This design comes from an exercise in tuning for small area on the open sky130 flow, not from production work. RTL that was checked went through simulation tests only; none was proved equivalent to the original. Power is estimated from default activity; no workload was simulated.

## top
module top (
	input  btn_up,
	input  btn_dn,
	input  clk,
	input  rst,
	input  cw,
	input  ccw,
	input  arm_up,
	input  arm_down,
	input  load_line_up,
	input  load_line_down,
	output wire [7:0] uart_data,
	output wire tx,
	output wire [6:0] seg,
	output wire [3:0] an
);
For scale: roughly 290 cells after synthesis, about 30 I/O pins, ~2900 um2 of cells after synthesis.
==> module tcounter, before the edit <==
module tcounter (
    input        clk,
    input        rst,
    input        clear,
    output       done
    );
   localparam [6:0] START = 7'b0010001;
   localparam [6:0] INV = 7'b0101010;
   localparam [6:0] BSTART = START ^ INV;
   reg [6:0] b;
   wire [6:0] c = b ^ INV;
   wire      low6 = &c[5:0];
   assign    done = low6 & c[6];
   wire      fb   = ~(c[6] ^ c[0]) | low6;
   always @(posedge clk or posedge rst)
     if (rst) b[6] <= INV[6];
     else     b[6] <= clear ? BSTART[6] : ~b[5];
   always @(posedge clk)
     b[5:0] <= clear ? BSTART[5:0] : {~b[4:0], fb ^ INV[0]};
endmodule
==> module debouncer, before the edit <==
module debouncer (
   input  clk,
   input  rst,
   input  btn,
   output btn_db
   );
   localparam [1:0] IDLE = 2'd0, PRESS = 2'd1, PULSE = 2'd2, RELEASE = 2'd3;
   reg [1:0] ph;
   wire      t;
   wire clear = (ph == PULSE) |
                (ph == IDLE  & ~(btn & t)) |
                (ph == PRESS & ~btn);
   tcounter T1 (.clk(clk), .rst(rst), .clear(clear), .done(t));
   assign btn_db = (ph == PULSE);
   always @(posedge clk or posedge rst) begin
      if (rst)
        ph <= IDLE;
      else
        case (ph)
          IDLE:    if (btn) ph <= PRESS;
          PRESS:   if (!btn) ph <= t ? PULSE : IDLE;
          PULSE:   ph <= RELEASE;
          RELEASE: if (t) ph <= IDLE;
        endcase
   end
endmodule
==> module uart_tx, before the edit <==
module uart_tx (
    input clk,
    input rst,
    input [7:0] data_in,
    output reg tx
);
    localparam [1:0] IDLE = 2'd0, LOAD = 2'd1, SEND = 2'd3, DONE = 2'd2;
    localparam [13:0] TFIRE = 14'b10010111110000;
    localparam [13:0] TMASK = 14'b01111111111111;   
    localparam [13:0] TINV  = 14'b01010101010101;
    localparam [13:0] UFIRE = TFIRE ^ TINV;
    reg [1:0]  state;
    reg [7:0]  last_data;
    reg [13:0] u;
    reg [7:0]  ring;
    localparam [3:0] KSTART = 4'b0010;
    localparam [3:0] KINV   = 4'b1010;
    reg [3:0]  kb;
    wire [3:0] k = kb ^ KINV;
    wire [13:0] c = u ^ TINV;
    wire hit  = ((c & TMASK) == (TFIRE & TMASK));
    wire send = (state == SEND);
    wire load = (state == LOAD);
    wire start = ~k[2] & ~k[0];         
    wire high  = ~k[3] & ~k[1];         
    wire fin   = k[2] & ~k[1] & k[0];   
    always @(posedge clk or posedge rst) begin
        if (rst) begin
            state     <= IDLE;
            tx        <= 1'b1;
            last_data <= 8'b0;
        end else begin
            case (state)
                IDLE: begin
                    last_data <= data_in;
                    if (data_in != last_data) state <= LOAD;
                end
                LOAD: state <= SEND;
                SEND: if (hit) begin
                    tx <= ~start & (high | ring[7]);
                    if (fin) state <= DONE;
                end
                DONE: state <= IDLE;
            endcase
        end
    end
    always @(posedge clk) begin
        u    <= send ? {~u[12:0], c[13] ^ c[0] ^ hit ^ TINV[0]} : UFIRE;
        ring <= load ? {data_in[7], data_in[0], data_in[1], data_in[2],
                        data_in[3], data_in[4], data_in[5], data_in[6]}
                     : {ring[6:0], ring[7]};
        kb   <= load ? KSTART ^ KINV : {~kb[2:0], k[3] ^ k[0] ^ KINV[0]};
    end
endmodule
==> module sev_seg_display, before the edit <==
module sev_seg_display (
        input clk,
        input rst,
        input [7:0] data_in,
        output wire [6:0] seg,
        output wire [3:0] an
);
    localparam [15:0] DSTART = 16'b0110011010000110;
    localparam [15:0] DNEXT  = 16'b1100110100001100;
    localparam [15:0] DLAST  = 16'b0011001101000011;
    localparam [15:0] DMASK  = 16'b0111111111111011;
    localparam [15:0] DINV   = 16'b0101010101010101;
    reg [15:0] db;
    wire [15:0] d = db ^ DINV;
    reg [1:0]  digit;       
    reg [1:0]  pair;        
    reg        live;        
    reg [1:0]  sdigit;      
    reg [1:0]  spair;
    wire       wrap = live & ((d & DMASK) == (DLAST & DMASK));
    wire [1:0] digit_n = {digit[1] ^ (digit[0] & wrap), digit[0] ^ wrap};
    reg  [1:0] pair_n;
    always @(*)
        case (digit_n)
            2'd0:    pair_n = data_in[1:0];
            2'd1:    pair_n = data_in[3:2];
            2'd2:    pair_n = data_in[5:4];
            default: pair_n = {data_in[7], data_in[7] ^ data_in[6]};   
        endcase
    always @(posedge clk or posedge rst) begin
        if (rst) begin
            digit <= 2'd0;
            pair  <= 2'd0;
            live  <= 1'b0;
        end else begin
            digit <= digit_n;
            pair  <= pair_n;
            live  <= ~rst;   
        end
    end
    always @(posedge clk) begin
        db     <= live ? {~db[14:0], d[15] ^ d[8] ^ wrap ^ DINV[0]} : DNEXT ^ DINV;
        sdigit <= digit;
        spair  <= pair;
    end
    wire p1 = spair[1], p0 = spair[0];
    wire lo = ~sdigit[1];                  
    wire d2 = sdigit[1] & ~sdigit[0];
    wire d3 = sdigit[1] & sdigit[0];
    wire [6:0] s;
    assign s[6] = ~lo & ~p1 & (d2 | ~p0);
    assign s[5] = lo ? ~p1 : d2 ? ~p0 : ~(p1 & ~p0);
    assign s[4] = d3 ? (p1 | ~p0) : ~p0 & ~(d2 & p1);
    assign s[3] = ~p0;
    assign s[2] = lo ? ~p0 : d2 | (~p1 & p0);
    assign s[1] = lo ? ~p1 : d2;
    assign s[0] = lo ? ~p1 : d2 | ~p0;
    assign seg = s | {7{~live}};
    assign an  = {~live | ~d3, ~live | ~d2,
                  ~live | ~(lo & sdigit[0]), ~live | ~(lo & ~sdigit[0])};
endmodule
==> module top, before the edit <==
module top (
	input  btn_up,
	input  btn_dn,
	input  clk,
	input  rst,
	input  cw,
	input  ccw,
	input  arm_up,
	input  arm_down,
	input  load_line_up,
	input  load_line_down,
	output wire [7:0] uart_data,
	output wire tx,
	output wire [6:0] seg,
	output wire [3:0] an
);
    reg  [1:0] speed;
    wire speed_up, speed_dn;   
    debouncer db_up   (.clk(clk), .rst(rst), .btn(btn_up), .btn_db(speed_up));
    debouncer db_down (.clk(clk), .rst(rst), .btn(btn_dn), .btn_db(speed_dn));
    always @(posedge clk or posedge rst) begin
        if (rst)
            speed <= 2'b00;
        else if (speed_dn && speed != 2'b00)
            speed <= speed - 2'b01;
        else if (speed_up && speed != 2'b11)
            speed <= speed + 2'b01;
    end
    transmit tx_module (
        .cw(cw), .ccw(ccw),
        .arm_up(arm_up), .arm_down(arm_down),
        .load_line_up(load_line_up), .load_line_down(load_line_down),
        .speed(speed),
        .uart_send_byte(uart_data)
    );
    uart_tx uart_module (.clk(clk), .rst(rst), .data_in(uart_data), .tx(tx));
    sev_seg_display display (.clk(clk), .rst(rst), .data_in(uart_data), .seg(seg), .an(an));
endmodule
==> flow/config.mk <==
export PLATFORM = sky130hd
export DESIGN_NAME = top
export DESIGN_NICKNAME = top
export VERILOG_FILES = /design/flow/design.v
export SDC_FILE = /design/flow/constraint.sdc
export NUM_CORES = 4
export LEC_CHECK = 0
export CAP_MARGIN = 20
export CORE_MARGIN = 2
export CORE_UTILIZATION = 65
export SLEW_MARGIN = 20
==> flow/constraint.sdc <==
create_clock -name core_clock -period 10.0 [get_ports {clk}]
set_input_delay 2.0000 -clock core_clock [delete_from_list [all_inputs] [get_ports {clk}]]
set_output_delay 2.0000 -clock core_clock [all_outputs]
set_load 0.01 [all_outputs]
standard.sh (not shown) runs the stock make flow with config.mk's settings and CLKGATE_MAP_FILE= SYNTH_SCRIPT=/design/flow/synth_recipe.tcl, a recipe that flattens the netlist after the stock synthesis.
==> flow/flow/run.sh <==
#!/bin/bash
# The standard layout (standard.sh), with these changes:
# - after the standard synthesis, each combinational cell is given its
#   smallest-area drive strength, the strongest of equal area (downsize.py;
#   registers are not touched), since
#   the 10 ns clock leaves ample slack; the resizer still repairs slew and
#   capacitance afterwards;
# - the port buffers use the smallest buffer cell;
# - clock tree synthesis uses clkbuf_4 and no dummy load cells.
# Each step's full output goes to its own log file here.
set -e
R=$PWD/orfs/results/$FLOW_PLATFORM/top/base
export BUFFER_PORTS_ARGS="-buffer_cell sky130_fd_sc_hd__buf_1"
export CTS_ARGS="-sink_clustering_enable -repair_clock_nets -dont_use_dummy_load -buf_list sky130_fd_sc_hd__clkbuf_4"
bash standard.sh $R/1_2_yosys.v > synth.log 2>&1
python3 flow/downsize.py $FLOW_HOME/platforms/$FLOW_PLATFORM/lib/sky130_fd_sc_hd__tt_025C_1v80.lib $R/1_2_yosys.v > downsize.log 2>&1
bash standard.sh > standard.log 2>&1
Other scripts of this flow, unchanged in this note and not shown: flow/flow/downsize.py
Edit:
--- a/flow/design.v
+++ b/flow/design.v
@@ -1,8 +1,8 @@
 `timescale 1ns/1ps
 module tcounter (
     input        clk,
-    input        rst,
+    input        live,     
     input        clear,
     output       done
     );
    localparam [6:0] START = 7'b0010001;
@@ -10,20 +10,18 @@
    localparam [6:0] BSTART = START ^ INV;
    reg [6:0] b;
    wire [6:0] c = b ^ INV;
    wire      low6 = &c[5:0];
-   assign    done = low6 & c[6];
+   assign    done = low6 & c[6] & live;
    wire      fb   = ~(c[6] ^ c[0]) | low6;
-   always @(posedge clk or posedge rst)
-     if (rst) b[6] <= INV[6];
-     else     b[6] <= clear ? BSTART[6] : ~b[5];
    always @(posedge clk)
-     b[5:0] <= clear ? BSTART[5:0] : {~b[4:0], fb ^ INV[0]};
+     b <= clear ? BSTART : {~b[5:0], fb ^ INV[0]};
 endmodule
 `timescale 1ns/1ps
 module debouncer (
    input  clk,
    input  rst,
+   input  live,
    input  btn,
    output btn_db
    );
    localparam [1:0] IDLE = 2'd0, PRESS = 2'd1, PULSE = 2'd2, RELEASE = 2'd3;
@@ -31,9 +29,9 @@
    wire      t;
    wire clear = (ph == PULSE) |
                 (ph == IDLE  & ~(btn & t)) |
                 (ph == PRESS & ~btn);
-   tcounter T1 (.clk(clk), .rst(rst), .clear(clear), .done(t));
+   tcounter T1 (.clk(clk), .live(live), .clear(clear), .done(t));
    assign btn_db = (ph == PULSE);
    always @(posedge clk or posedge rst) begin
       if (rst)
         ph <= IDLE;
@@ -66,8 +64,9 @@
 module uart_tx (
     input clk,
     input rst,
     input [7:0] data_in,
+    input live,             
     output reg tx
 );
     localparam [1:0] IDLE = 2'd0, LOAD = 2'd1, SEND = 2'd3, DONE = 2'd2;
     localparam [13:0] TFIRE = 14'b10010111110000;
@@ -75,8 +74,9 @@
     localparam [13:0] TINV  = 14'b01010101010101;
     localparam [13:0] UFIRE = TFIRE ^ TINV;
     reg [1:0]  state;
     reg [7:0]  last_data;
+    wire changed = live ? (data_in != last_data) : (data_in != 8'b0);
     reg [13:0] u;
     reg [7:0]  ring;
     localparam [3:0] KSTART = 4'b0010;
     localparam [3:0] KINV   = 4'b1010;
@@ -92,15 +92,11 @@
     always @(posedge clk or posedge rst) begin
         if (rst) begin
             state     <= IDLE;
             tx        <= 1'b1;
-            last_data <= 8'b0;
         end else begin
             case (state)
-                IDLE: begin
-                    last_data <= data_in;
-                    if (data_in != last_data) state <= LOAD;
-                end
+                IDLE: if (changed) state <= LOAD;
                 LOAD: state <= SEND;
                 SEND: if (hit) begin
                     tx <= ~start & (high | ring[7]);
                     if (fin) state <= DONE;
@@ -109,8 +105,9 @@
             endcase
         end
     end
     always @(posedge clk) begin
+        if (state == IDLE) last_data <= data_in;
         u    <= send ? {~u[12:0], c[13] ^ c[0] ^ hit ^ TINV[0]} : UFIRE;
         ring <= load ? {data_in[7], data_in[0], data_in[1], data_in[2],
                         data_in[3], data_in[4], data_in[5], data_in[6]}
                      : {ring[6:0], ring[7]};
@@ -121,9 +118,10 @@
         input clk,
         input rst,
         input [7:0] data_in,
         output wire [6:0] seg,
-        output wire [3:0] an
+        output wire [3:0] an,
+        output reg live         
 );
     localparam [15:0] DSTART = 16'b0110011010000110;
     localparam [15:0] DNEXT  = 16'b1100110100001100;
     localparam [15:0] DLAST  = 16'b0011001101000011;
@@ -132,9 +130,8 @@
     reg [15:0] db;
     wire [15:0] d = db ^ DINV;
     reg [1:0]  digit;       
     reg [1:0]  pair;        
-    reg        live;        
     reg [1:0]  sdigit;      
     reg [1:0]  spair;
     wire       wrap = live & ((d & DMASK) == (DLAST & DMASK));
     wire [1:0] digit_n = {digit[1] ^ (digit[0] & wrap), digit[0] ^ wrap};
@@ -196,10 +193,11 @@
 	output wire [3:0] an
 );
     reg  [1:0] speed;
     wire speed_up, speed_dn;   
-    debouncer db_up   (.clk(clk), .rst(rst), .btn(btn_up), .btn_db(speed_up));
-    debouncer db_down (.clk(clk), .rst(rst), .btn(btn_dn), .btn_db(speed_dn));
+    wire live;                 
+    debouncer db_up   (.clk(clk), .rst(rst), .live(live), .btn(btn_up), .btn_db(speed_up));
+    debouncer db_down (.clk(clk), .rst(rst), .live(live), .btn(btn_dn), .btn_db(speed_dn));
     always @(posedge clk or posedge rst) begin
         if (rst)
             speed <= 2'b00;
         else if (speed_dn && speed != 2'b00)
@@ -213,7 +211,7 @@
         .load_line_up(load_line_up), .load_line_down(load_line_down),
         .speed(speed),
         .uart_send_byte(uart_data)
     );
-    uart_tx uart_module (.clk(clk), .rst(rst), .data_in(uart_data), .tx(tx));
-    sev_seg_display display (.clk(clk), .rst(rst), .data_in(uart_data), .seg(seg), .an(an));
-endmodule
+    uart_tx uart_module (.clk(clk), .rst(rst), .data_in(uart_data), .live(live), .tx(tx));
+    sev_seg_display display (.clk(clk), .rst(rst), .data_in(uart_data), .seg(seg), .an(an), .live(live));
+endmodule
The new run produced a clean layout.
Total power rises by 2.9%.
Non-clock buffer count is unchanged.
Worst setup slack is worse by 0.057 ns.
Clock skew decreases by 0.011 ns.
First-iteration DRC count went down by 15%.
Clock power is about the same.
Only the layout flow was run in the second run of this note; the RTL was not checked for function there.

[separate check: timing with driven ports]
In the flow no input, the clock included, has a driving cell. The finished layouts below were timed again as built, in two steps. Step 1, drivers: a clkbuf_16 drives clk and a buf_2 each remaining input, both assumed. Step 2 moves the port delays by t, midway between the first and last clock arrival at a register: inputs arrive t later, outputs are due t later. That takes back most of the time a late clock gives input paths. a / b / c = ideal ports / drivers / drivers and shift; a / b = the first two.
| run | t (ns) | setup WS [ns] | clock arrival spread, ns | slew at the worst register clock pin (ns) | cell pins on the clock port's net |
|---|---|---|---|---|---|
| the first run | 0.408 | 5.477 / 5.457 / 5.457 | 0.035 / 0.035 | 0.12 / 0.12 | 1 |
| the second run | 0.417 | 5.420 / 5.394 / 5.394 | 0.023 / 0.024 | 0.11 / 0.11 | 1 |
After both steps every run listed still meets setup and hold. The setup slack of the second run, which loses most, moves by -0.026 ns with the drivers and by -0.026 ns with both steps.
